Context: an optimization exercise on an open-source flow, tuned for small area. The choices shown serve that exercise and are no tape-out recipe.
Only simulation tests tie the RTL to the original design; equivalence was not proved.
Power and IR drop assume default switching activity.

==> run E: inputs <==
==> flow/design.v <==
module DE1_SoC
   ( output logic [6:0]  HEX0, HEX1, HEX2, HEX3, HEX4, HEX5,
	 output logic [9:0]  LEDR,
    input  logic [3:0]  KEY,
    input  logic [9:0]  SW,
    output logic [35:0] GPIO_1,
    input logic CLOCK_50);
   logic [15:0] [15:0] preset0;
   always_comb begin
   preset0 = 256'b0;
   preset0[0][0] = 1;
preset0[0][1] = 1;
preset0[0][2] = 1;
preset0[1][2] = 1;
preset0[2][1] = 1;
   end
   logic [15:0] [15:0] preset1;
   always_comb begin
   preset1 = 256'b0;
preset1[8][1] = 1;
preset1[8][2] = 1;
preset1[9][3] = 1;
preset1[10][3] = 1;
preset1[11][3] = 1;
preset1[12][3] = 1;
preset1[13][2] = 1;
preset1[13][1] = 1;
preset1[14][0] = 1;
preset1[1][0] = 1;
preset1[2][0] = 1;
preset1[3][0] = 1;
preset1[5][0] = 1;
preset1[6][0] = 1;
preset1[7][1] = 1;
preset1[7][3] = 1;
preset1[6][4] = 1;
preset1[7][5] = 1;
preset1[8][5] = 1;
preset1[9][5] = 1;
preset1[10][4] = 1;
preset1[12][2] = 1;
preset1[12][1] = 1;
preset1[13][0] = 1;
preset1[0][0] = 1;
   end
   logic [15:0] [15:0] preset2;
   always_comb begin
   preset2 = 256'b0;
preset2[3][2] = 1;
preset2[4][2] = 1;
preset2[6][2] = 1;
preset2[2][3] = 1;
preset2[4][3] = 1;
preset2[6][3] = 1;
preset2[7][3] = 1;
preset2[8][3] = 1;
preset2[9][3] = 1;
preset2[10][3] = 1;
preset2[11][3] = 1;
preset2[12][3] = 1;
preset2[1][4] = 1;
preset2[6][4] = 1;
preset2[11][4] = 1;
preset2[0][5] = 1;
preset2[5][5] = 1;
preset2[10][5] = 1;
preset2[12][5] = 1;
   end
   logic [15:0] [15:0] preset3;
   always_comb begin
   preset3 = 256'b0;
   preset3[3][2] = 1;
preset3[4][2] = 1;
preset3[5][2] = 1;
preset3[6][2] = 1;
preset3[3][3] = 1;
preset3[4][3] = 1;
preset3[5][3] = 1;
preset3[6][3] = 1;
preset3[7][3] = 1;
preset3[8][3] = 1;
preset3[9][3] = 1;
preset3[2][4] = 1;
preset3[3][4] = 1;
preset3[4][4] = 1;
preset3[5][4] = 1;
preset3[6][4] = 1;
preset3[7][4] = 1;
preset3[8][4] = 1;
preset3[9][4] = 1;
preset3[10][4] = 1;
preset3[3][5] = 1;
preset3[4][5] = 1;
preset3[5][5] = 1;
preset3[6][5] = 1;
preset3[7][5] = 1;
preset3[8][5] = 1;
preset3[9][5] = 1;
preset3[3][6] = 1;
preset3[4][6] = 1;
preset3[5][6] = 1;
preset3[6][6] = 1;
   end
   logic [15:0] [15:0] preset4;
   always_comb begin
   preset4 = 256'b0;
   preset4[5][2] = 1;
preset4[6][3] = 1;
preset4[7][4] = 1;
preset4[4][5] = 1;
preset4[5][5] = 1;
preset4[6][5] = 1;
preset4[7][5] = 1;
preset4[4][6] = 1;
preset4[5][7] = 1;
   end
   logic [15:0] [15:0] preset5;
   always_comb begin
   preset5 = 256'b0;
   preset5[0][0] = 0;
preset5[1][0] = 0;
preset5[2][0] = 0;
preset5[0][1] = 0;
preset5[1][1] = 0;
preset5[2][1] = 0;
preset5[0][2] = 1;
preset5[1][2] = 1;
preset5[2][2] = 1;
preset5[0][3] = 1;
preset5[1][3] = 0;
preset5[2][3] = 1;
preset5[0][4] = 1;
preset5[1][4] = 0;
preset5[2][4] = 1;
   end
   logic [15:0] [15:0] preset6;
   always_comb begin
   preset6 = 256'b0;
   end
   wire       rst  = SW[8] & ~SW[4];    
   wire [2:0] sel  = SW[7:5];
   wire       selz = (sel == 3'd0) & ~rst;   
   assign HEX2 = 7'b0;
   assign HEX5 = 7'b0;
   assign LEDR = 10'b0;
   logic [3:0] ks1, ks2, kprev;
   always_ff @(posedge CLOCK_50) begin
      ks1   <= ~KEY;
      ks2   <= ks1;
      kprev <= rst ? 4'b0 : ks2;
   end
   wire [3:0] press = ks2 & ~kprev;
   logic [3:0] dr, dc;
   logic [3:1] kq;
   wire [3:0] cr = kq[3] ? dr + 4'd1 : kq[1] ? dr - 4'd1 : dr;
   wire [3:0] cc = kq[2] ? dc + 4'd1 : kq[1] ? dc - 4'd1 : dc;
   always_ff @(posedge CLOCK_50) begin
      dr <= rst ? 4'd0 : cr;
      dc <= rst ? 4'd0 : cc;
      kq <= rst ? 3'd0 : press[3:1];
   end
   function automatic logic [6:0] seg(input logic [3:0] v);
      case (v)
        4'd0: seg = 7'h40;
        4'd1: seg = 7'h79;
        4'd2: seg = 7'h24;
        4'd3: seg = 7'h30;
        4'd4: seg = 7'h19;
        4'd5: seg = 7'h12;
        4'd6: seg = 7'h02;
        4'd7: seg = 7'h78;
        4'd8: seg = 7'h00;
        4'd9: seg = 7'h10;
        default: seg = 7'bx;
      endcase
   endfunction
   wire rten = dr > 4'd9;
   wire cten = dc > 4'd9;
   assign HEX4 = rten ? 7'h79 : 7'h40;
   assign HEX3 = seg(rten ? dr - 4'd10 : dr);
   assign HEX1 = cten ? 7'h79 : 7'h40;
   assign HEX0 = seg(cten ? dc - 4'd10 : dc);
   logic [255:0] user, board, life, vs, vc, bnext, unext;
   localparam logic [255:0] PMASK = 256'h000000010007002e001800380038003e003a007d00fd007c007d001f0015003f;  
   logic [15:0] rowhit, colhit;
   logic [7:1]  psel;
   genvar gi, gj;
   generate
      for (gi = 0; gi < 16; gi++) begin : g_hit
         assign rowhit[gi] = press[0] & (cr == gi);
         assign colhit[gi] = (cc == gi);
      end
      for (gi = 1; gi < 8; gi++) begin : g_psel
         assign psel[gi] = (sel == gi) & ~rst;
      end
   endgenerate
   generate
      for (gi = 0; gi < 16; gi++) begin : g_row
         for (gj = 0; gj < 16; gj++) begin : g_col
            localparam int C = 16*gi + gj;
            localparam int U = 16*((gi+15)%16) + gj;
            localparam int D = 16*((gi+1)%16) + gj;
            localparam int L = 16*gi + (gj+15)%16;
            localparam int R = 16*gi + (gj+1)%16;
            c_fa vsum (.a(board[U]), .b(board[C]), .c(board[D]), .s(vs[C]), .co(vc[C]));
            life_rule rule (.cL(vc[L]), .sL(vs[L]), .cC(vc[C]), .sC(vs[C]),
                            .cR(vc[R]), .sR(vs[R]), .self(board[C]), .y(life[C]));
            wire ld;
            if (PMASK[C]) begin : g_p
               wire pc = |(psel & {preset6[gi][gj], preset5[gi][gj], preset4[gi][gj],
                                    preset3[gi][gj], preset2[gi][gj], preset1[gi][gj],
                                    preset0[gi][gj]});
               c_a221o ldg (.A1(user[C]), .A2(selz), .B1(board[C]), .B2(SW[4]), .C1(pc), .X(ld));
            end else begin : g_n
               c_a22o  ldg (.A1(user[C]), .A2(selz), .B1(board[C]), .B2(SW[4]), .X(ld));
            end
            c_a21o bmux (.A1(rst), .A2(life[C]), .B1(ld), .X(bnext[C]));
            wire tn, xn;
            c_nand2 ut (.A(rowhit[gi]), .B(colhit[gj]), .Y(tn));
            c_xor2  ux (.A(user[C]), .B(tn), .X(xn));
            c_nor2  ur (.A(xn), .B(rst), .Y(unext[C]));
         end
      end
   endgenerate
   always_ff @(posedge CLOCK_50) begin
      board <= bnext;
      user  <= unext;
   end
   logic [3:0]  row;
   logic [15:0] gz, gn, grn, rs, as, red, ahead;
   generate
      for (gi = 0; gi < 16; gi++) begin : g_rs
         assign rs[gi] = (row == gi);
         if (gi == 1) begin : g_a1
            assign as[gi] = SW[9] | rs[15];
         end else begin : g_an
            assign as[gi] = ~SW[9] & rs[(gi+14)%16];
         end
      end
      for (gj = 0; gj < 16; gj++) begin : g_sel
         wire [15:0] colv;
         for (gi = 0; gi < 16; gi++) begin : g_cv
            assign colv[gi] = board[16*gi + gj];
         end
         sel16 sr (.s(rs), .d(colv), .y(red[gj]));
         sel16 sa (.s(as), .d(colv), .y(ahead[gj]));
      end
   endgenerate
   always_ff @(posedge CLOCK_50) begin
      row <= SW[9] ? 4'd0 : row + 4'd1;
      gz  <= board[15:0];
      gn  <= ahead;
      grn <= SW[9] ? gz : gn;
   end
   generate
      for (gj = 0; gj < 16; gj++) begin : g_out
         assign GPIO_1[15-gj] = red[gj];
         assign GPIO_1[31-gj] = grn[gj];
      end
   endgenerate
   assign GPIO_1[35:32] = row;
endmodule
module c_fa(input a, b, c, output s, co); assign s = a ^ b ^ c; assign co = (a & b) | (a & c) | (b & c); endmodule
module c_a21o(input A1, A2, B1, output X); assign X = (A1 & A2) | B1; endmodule
module c_a221o(input A1, A2, B1, B2, C1, output X); assign X = (A1 & A2) | (B1 & B2) | C1; endmodule
module c_a222oi(input A1, A2, B1, B2, C1, C2, output Y); assign Y = ~((A1 & A2) | (B1 & B2) | (C1 & C2)); endmodule
module c_a22o(input A1, A2, B1, B2, output X); assign X = (A1 & A2) | (B1 & B2); endmodule
module c_a31o(input A1, A2, A3, B1, output X); assign X = (A1 & A2 & A3) | B1; endmodule
module c_and4(input A, B, C, D, output X); assign X = A & B & C & D; endmodule
module c_inv(input A, output Y); assign Y = ~A; endmodule
module c_nand2(input A, B, output Y); assign Y = ~(A & B); endmodule
module c_nand3(input A, B, C, output Y); assign Y = ~(A & B & C); endmodule
module c_nand4(input A, B, C, D, output Y); assign Y = ~(A & B & C & D); endmodule
module c_nor2(input A, B, output Y); assign Y = ~(A | B); endmodule
module c_o21ai(input A1, A2, B1, output Y); assign Y = ~((A1 | A2) & B1); endmodule
module c_o22ai(input A1, A2, B1, B2, output Y); assign Y = ~((A1 | A2) & (B1 | B2)); endmodule
module c_or2(input A, B, output X); assign X = A | B; endmodule
module c_or3(input A, B, C, output X); assign X = A | B | C; endmodule
module c_xor2(input A, B, output X); assign X = A ^ B; endmodule
module life_rule(input cL, sL, cC, sC, cR, sR, self, output y);
  wire n00, n01, n02, n03, n04, n05, n06, n07, n08, n09, n10;
  c_or3 g0 (.A(sL), .B(sR), .C(sC), .X(n10));
  c_a22o g1 (.A1(cL), .A2(cR), .B1(cC), .B2(n10), .X(n00));
  c_inv g2 (.A(n00), .Y(n01));
  c_o22ai g3 (.A1(cL), .A2(cR), .B1(cC), .B2(n10), .Y(n02));
  c_nand2 g4 (.A(n01), .B(n02), .Y(n03));
  c_nand3 g5 (.A(sL), .B(sR), .C(sC), .Y(n04));
  c_nand2 g6 (.A(sL), .B(sR), .Y(n05));
  c_o21ai g7 (.A1(sL), .A2(sR), .B1(sC), .Y(n06));
  c_a31o g8 (.A1(n10), .A2(n05), .A3(n06), .B1(self), .X(n07));
  c_or2 g9 (.A(n01), .B(n02), .X(n08));
  c_nand4 g10 (.A(n04), .B(n07), .C(n03), .D(n08), .Y(n09));
  c_o21ai g11 (.A1(n03), .A2(n04), .B1(n09), .Y(y));
endmodule
module sel16(input [15:0] s, input [15:0] d, output y);
  wire t0, t1, t2, t3, t4, t5, a;
  c_a222oi m0 (.A1(s[0]),  .A2(d[0]),  .B1(s[1]),  .B2(d[1]),  .C1(s[2]),  .C2(d[2]),  .Y(t0));
  c_a222oi m1 (.A1(s[3]),  .A2(d[3]),  .B1(s[4]),  .B2(d[4]),  .C1(s[5]),  .C2(d[5]),  .Y(t1));
  c_a222oi m2 (.A1(s[6]),  .A2(d[6]),  .B1(s[7]),  .B2(d[7]),  .C1(s[8]),  .C2(d[8]),  .Y(t2));
  c_a222oi m3 (.A1(s[9]),  .A2(d[9]),  .B1(s[10]), .B2(d[10]), .C1(s[11]), .C2(d[11]), .Y(t3));
  c_a222oi m4 (.A1(s[12]), .A2(d[12]), .B1(s[13]), .B2(d[13]), .C1(s[14]), .C2(d[14]), .Y(t4));
  c_nand2  m5 (.A(s[15]), .B(d[15]), .Y(t5));
  c_and4   m6 (.A(t0), .B(t1), .C(t2), .D(t3), .X(a));
  c_nand3  m7 (.A(a), .B(t4), .C(t5), .Y(y));
endmodule
==> flow/run.sh <==
#!/bin/bash
# synth_recipe.tcl (not shown) runs the flow's synth.tcl, then flattens the netlist and writes it again
# the make line also repeats each setting of config.mk as NAME=value (left out here)
make -C /OpenROAD-flow-scripts/flow DESIGN_CONFIG=/design/flow/config.mk WORK_HOME=/design/flow/orfs CLKGATE_MAP_FILE= SYNTH_SCRIPT=/design/flow/synth_recipe.tcl finish
==> flow/config.mk <==
export PLATFORM = sky130hd
export DESIGN_NAME = DE1_SoC
export DESIGN_NICKNAME = DE1_SoC
export VERILOG_FILES = /design/flow/design.v
export SDC_FILE = /design/flow/constraint.sdc
export NUM_CORES = 4
export LEC_CHECK = 0
export CAP_MARGIN = 20
export CORE_MARGIN = 2
export CORE_UTILIZATION = 55
export SLEW_MARGIN = 20
export SYNTH_HIERARCHICAL = 1
==> flow/constraint.sdc <==
create_clock -name core_clock -period 6.0 [get_ports {CLOCK_50}]
set_input_delay 1.2000 -clock core_clock [delete_from_list [all_inputs] [get_ports {CLOCK_50}]]
set_output_delay 1.2000 -clock core_clock [all_outputs]
set_load 0.01 [all_outputs]
==> inputs of run B, as changes to run E <==
==> flow/design.v, changed modules only <==
module DE1_SoC
   ( output logic [6:0]  HEX0, HEX1, HEX2, HEX3, HEX4, HEX5,
	 output logic [9:0]  LEDR,
    input  logic [3:0]  KEY,
    input  logic [9:0]  SW,
    output logic [35:0] GPIO_1,
    input logic CLOCK_50);
   logic [15:0] [15:0] preset0;
   always_comb begin
   preset0 = 256'b0;
   preset0[0][0] = 1;
preset0[0][1] = 1;
preset0[0][2] = 1;
preset0[1][2] = 1;
preset0[2][1] = 1;
   end
   logic [15:0] [15:0] preset1;
   always_comb begin
   preset1 = 256'b0;
preset1[8][1] = 1;
preset1[8][2] = 1;
preset1[9][3] = 1;
preset1[10][3] = 1;
preset1[11][3] = 1;
preset1[12][3] = 1;
preset1[13][2] = 1;
preset1[13][1] = 1;
preset1[14][0] = 1;
preset1[1][0] = 1;
preset1[2][0] = 1;
preset1[3][0] = 1;
preset1[5][0] = 1;
preset1[6][0] = 1;
preset1[7][1] = 1;
preset1[7][3] = 1;
preset1[6][4] = 1;
preset1[7][5] = 1;
preset1[8][5] = 1;
preset1[9][5] = 1;
preset1[10][4] = 1;
preset1[12][2] = 1;
preset1[12][1] = 1;
preset1[13][0] = 1;
preset1[0][0] = 1;
   end
   logic [15:0] [15:0] preset2;
   always_comb begin
   preset2 = 256'b0;
preset2[3][2] = 1;
preset2[4][2] = 1;
preset2[6][2] = 1;
preset2[2][3] = 1;
preset2[4][3] = 1;
preset2[6][3] = 1;
preset2[7][3] = 1;
preset2[8][3] = 1;
preset2[9][3] = 1;
preset2[10][3] = 1;
preset2[11][3] = 1;
preset2[12][3] = 1;
preset2[1][4] = 1;
preset2[6][4] = 1;
preset2[11][4] = 1;
preset2[0][5] = 1;
preset2[5][5] = 1;
preset2[10][5] = 1;
preset2[12][5] = 1;
   end
   logic [15:0] [15:0] preset3;
   always_comb begin
   preset3 = 256'b0;
   preset3[3][2] = 1;
preset3[4][2] = 1;
preset3[5][2] = 1;
preset3[6][2] = 1;
preset3[3][3] = 1;
preset3[4][3] = 1;
preset3[5][3] = 1;
preset3[6][3] = 1;
preset3[7][3] = 1;
preset3[8][3] = 1;
preset3[9][3] = 1;
preset3[2][4] = 1;
preset3[3][4] = 1;
preset3[4][4] = 1;
preset3[5][4] = 1;
preset3[6][4] = 1;
preset3[7][4] = 1;
preset3[8][4] = 1;
preset3[9][4] = 1;
preset3[10][4] = 1;
preset3[3][5] = 1;
preset3[4][5] = 1;
preset3[5][5] = 1;
preset3[6][5] = 1;
preset3[7][5] = 1;
preset3[8][5] = 1;
preset3[9][5] = 1;
preset3[3][6] = 1;
preset3[4][6] = 1;
preset3[5][6] = 1;
preset3[6][6] = 1;
   end
   logic [15:0] [15:0] preset4;
   always_comb begin
   preset4 = 256'b0;
   preset4[5][2] = 1;
preset4[6][3] = 1;
preset4[7][4] = 1;
preset4[4][5] = 1;
preset4[5][5] = 1;
preset4[6][5] = 1;
preset4[7][5] = 1;
preset4[4][6] = 1;
preset4[5][7] = 1;
   end
   logic [15:0] [15:0] preset5;
   always_comb begin
   preset5 = 256'b0;
   preset5[0][0] = 0;
preset5[1][0] = 0;
preset5[2][0] = 0;
preset5[0][1] = 0;
preset5[1][1] = 0;
preset5[2][1] = 0;
preset5[0][2] = 1;
preset5[1][2] = 1;
preset5[2][2] = 1;
preset5[0][3] = 1;
preset5[1][3] = 0;
preset5[2][3] = 1;
preset5[0][4] = 1;
preset5[1][4] = 0;
preset5[2][4] = 1;
   end
   logic [15:0] [15:0] preset6;
   always_comb begin
   preset6 = 256'b0;
   end
   wire       rst  = SW[8] & ~SW[4];    
   wire [2:0] sel  = SW[7:5];
   wire       selz = (sel == 3'd0) & ~rst;   
   assign HEX2 = 7'b0;
   assign HEX5 = 7'b0;
   assign LEDR = 10'b0;
   logic [3:0] ks1, ks2, kprev;
   always_ff @(posedge CLOCK_50) begin
      ks1   <= ~KEY;
      ks2   <= ks1;
      kprev <= rst ? 4'b0 : ks2;
   end
   wire [3:0] press = ks2 & ~kprev;
   logic [3:0] dr, dc;
   logic [3:1] kq;
   wire [3:0] cr = kq[3] ? dr + 4'd1 : kq[1] ? dr - 4'd1 : dr;
   wire [3:0] cc = kq[2] ? dc + 4'd1 : kq[1] ? dc - 4'd1 : dc;
   always_ff @(posedge CLOCK_50) begin
      dr <= rst ? 4'd0 : cr;
      dc <= rst ? 4'd0 : cc;
      kq <= rst ? 3'd0 : press[3:1];
   end
   function automatic logic [6:0] seg(input logic [3:0] v);
      case (v)
        4'd0: seg = 7'h40;
        4'd1: seg = 7'h79;
        4'd2: seg = 7'h24;
        4'd3: seg = 7'h30;
        4'd4: seg = 7'h19;
        4'd5: seg = 7'h12;
        4'd6: seg = 7'h02;
        4'd7: seg = 7'h78;
        4'd8: seg = 7'h00;
        4'd9: seg = 7'h10;
        default: seg = 7'bx;
      endcase
   endfunction
   wire rten = dr > 4'd9;
   wire cten = dc > 4'd9;
   assign HEX4 = rten ? 7'h79 : 7'h40;
   assign HEX3 = seg(rten ? dr - 4'd10 : dr);
   assign HEX1 = cten ? 7'h79 : 7'h40;
   assign HEX0 = seg(cten ? dc - 4'd10 : dc);
   logic [255:0] user, board, life, vs, vc, bnext, unext;
   localparam logic [255:0] PMASK = 256'h000000010007002e001800380038003e003a007d00fd007c007d001f0015003f;  
   logic [15:0] rowhit, colhit;
   logic [7:1]  psel;
   genvar gi, gj;
   generate
      for (gi = 0; gi < 16; gi++) begin : g_hit
         assign rowhit[gi] = press[0] & (cr == gi);
         assign colhit[gi] = (cc == gi);
      end
      for (gi = 1; gi < 8; gi++) begin : g_psel
         assign psel[gi] = (sel == gi) & ~rst;
      end
   endgenerate
   generate
      for (gi = 0; gi < 16; gi++) begin : g_row
         for (gj = 0; gj < 16; gj++) begin : g_col
            localparam int C = 16*gi + gj;
            localparam int U = 16*((gi+15)%16) + gj;
            localparam int D = 16*((gi+1)%16) + gj;
            localparam int L = 16*gi + (gj+15)%16;
            localparam int R = 16*gi + (gj+1)%16;
            c_fa vsum (.a(board[U]), .b(board[C]), .c(board[D]), .s(vs[C]), .co(vc[C]));
            life_rule rule (.cL(vc[L]), .sL(vs[L]), .cC(vc[C]), .sC(vs[C]),
                            .cR(vc[R]), .sR(vs[R]), .self(board[C]), .y(life[C]));
            wire ld;
            wire bn;
            c_a222oi ldg (.A1(rst), .A2(life[C]), .B1(user[C]), .B2(selz), .C1(board[C]), .C2(SW[4]), .Y(bn));
            if (PMASK[C]) begin : g_p
               wire pcn = ~|(psel & {preset6[gi][gj], preset5[gi][gj], preset4[gi][gj],
                                     preset3[gi][gj], preset2[gi][gj], preset1[gi][gj],
                                     preset0[gi][gj]});
               c_nand2 bor (.A(bn), .B(pcn), .Y(bnext[C]));
            end else begin : g_n
               c_inv   binv (.A(bn), .Y(bnext[C]));
            end
            wire tn, xn;
            c_nand2 ut (.A(rowhit[gi]), .B(colhit[gj]), .Y(tn));
            c_xor2  ux (.A(user[C]), .B(tn), .X(xn));
            c_nor2  ur (.A(xn), .B(rst), .Y(unext[C]));
         end
      end
   endgenerate
   always_ff @(posedge CLOCK_50) begin
      board <= bnext;
      user  <= unext;
   end
   logic [3:0]  row;
   logic [15:0] gz, gn, grn, rs, as, red, ahead;
   generate
      for (gi = 0; gi < 16; gi++) begin : g_rs
         assign rs[gi] = (row == gi);
         if (gi == 1) begin : g_a1
            assign as[gi] = SW[9] | rs[15];
         end else begin : g_an
            assign as[gi] = ~SW[9] & rs[(gi+14)%16];
         end
      end
      for (gj = 0; gj < 16; gj++) begin : g_sel
         wire [15:0] colv;
         for (gi = 0; gi < 16; gi++) begin : g_cv
            assign colv[gi] = board[16*gi + gj];
         end
         sel16 sr (.s(rs), .d(colv), .y(red[gj]));
         sel16 sa (.s(as), .d(colv), .y(ahead[gj]));
      end
   endgenerate
   always_ff @(posedge CLOCK_50) begin
      row <= SW[9] ? 4'd0 : row + 4'd1;
      gz  <= board[15:0];
      gn  <= ahead;
      grn <= SW[9] ? gz : gn;
   end
   generate
      for (gj = 0; gj < 16; gj++) begin : g_out
         assign GPIO_1[15-gj] = red[gj];
         assign GPIO_1[31-gj] = grn[gj];
      end
   endgenerate
   assign GPIO_1[35:32] = row;
endmodule
module c_a31oi(input A1, A2, A3, B1, output Y); assign Y = ~((A1 & A2 & A3) | B1); endmodule
module c_and3(input A, B, C, output X); assign X = A & B & C; endmodule
module c_o221a(input A1, A2, B1, B2, C1, output X); assign X = (A1&B1&C1) | (A2&B1&C1) | (A1&B2&C1) | (A2&B2&C1); endmodule
module life_rule(input cL, sL, cC, sC, cR, sR, self, output y);
  wire n00, n01, n02, n03, n04, n05, n06, n07, n08, n09;
  c_or3 g0 (.A(sL), .B(sR), .C(sC), .X(n09));
  c_a22o g1 (.A1(cL), .A2(cR), .B1(cC), .B2(n09), .X(n00));
  c_inv g2 (.A(n00), .Y(n01));
  c_o22ai g3 (.A1(cL), .A2(cR), .B1(cC), .B2(n09), .Y(n02));
  c_nand2 g4 (.A(n01), .B(n02), .Y(n03));
  c_and3 g5 (.A(sL), .B(sR), .C(sC), .X(n04));
  c_nand2 g6 (.A(sL), .B(sR), .Y(n05));
  c_o21ai g7 (.A1(sL), .A2(sR), .B1(sC), .Y(n06));
  c_a31oi g8 (.A1(n09), .A2(n05), .A3(n06), .B1(self), .Y(n07));
  c_o21ai g9 (.A1(n04), .A2(n07), .B1(n03), .Y(n08));
  c_o221a g10 (.A1(n01), .A2(n02), .B1(n03), .B2(n04), .C1(n08), .X(y));
endmodule
// module c_a21o removed
// module c_a221o removed
// module c_a31o removed
// module c_nand4 removed
// module c_or2 removed
CORE_UTILIZATION = 50   (was 55)
CTS_CLUSTER_DIAMETER = 80   (was default)
CTS_CLUSTER_SIZE = 25   (was default)
==> metrics.log <==
INFO  metric first_global_vias = 41700
INFO  metric final_std_cell_area_no_fill = 0.0508 mm²
INFO  metric worst_setup_path_endpoint = GPIO_1[9]
INFO  metric wl = 180000 µm
INFO  metric share_clk_of_total_power = 0.150
INFO  metric post_place_cells = 6910
INFO  metric synthesis.area = 0.0462 mm²
INFO  metric leakage = 21.3 nW
INFO  metric worst-r2r-cell-count = 9
INFO  metric final_critical_period = 5.14 ns
INFO  metric die_x = 308 µm
INFO  metric comb_cell_power = 13.8 mW
INFO  metric proportion_of_cell_area_occupied_by_multi_input_gates = 0.641
INFO  metric fin_ws = 0.864 ns
INFO  metric run_status = finished clean
INFO  metric initial_antenna_violation_count = 3
INFO  metric layout_cell_share_with_drive_strength_beyond_1 = 0.0470
INFO  metric wl_met1 = 73000 µm
# the run above: run B

==> metrics.log <==
INFO  metric run_status = finished clean
INFO  metric synthesis.area = 0.0474 mm²
INFO  metric wl = 182000 µm
INFO  metric comb_cell_power = 11.0 mW
INFO  metric final_critical_period = 5.47 ns
INFO  metric final_std_cell_area_no_fill = 0.0529 mm²
INFO  metric fin_ws = 0.529 ns
INFO  metric proportion_of_cell_area_occupied_by_multi_input_gates = 0.655
INFO  metric leakage = 21.9 nW
INFO  metric post_place_cells = 7145
INFO  metric share_clk_of_total_power = 0.209
INFO  metric die_x = 298 µm
# the run above: run E

## what the ideal ports hide
How much do the figures lean on ideal ports? The routed layouts below were timed once more, with nothing changed but the port constraints.
Step 1 (the two cells are an assumption about what drives the block):
set clk [get_ports {CLOCK_50}]
set_driving_cell -lib_cell sky130_fd_sc_hd__clkbuf_16 $clk
set_driving_cell -lib_cell sky130_fd_sc_hd__buf_2 [delete_from_list [all_inputs] $clk]
Step 2, shift: input delay + t, output delay - t, t = (earliest + latest rising clock arrival at the registers) / 2. This alone moves slack from input paths to output paths.
Slacks: ideal / step 1 / step 2; pairs: ideal / step 1.
| run | t (ns) | setup WS [ns] | worst data-port slew with drivers (ns) |
|---|---|---|---|
| run E | 0.697 | 0.529 / 0.455 / 1.152 | 0.12 |
| run B | 0.714 | 0.864 / 0.786 / 1.500 | 0.05 |
After both steps setup and hold are still met in every run listed.
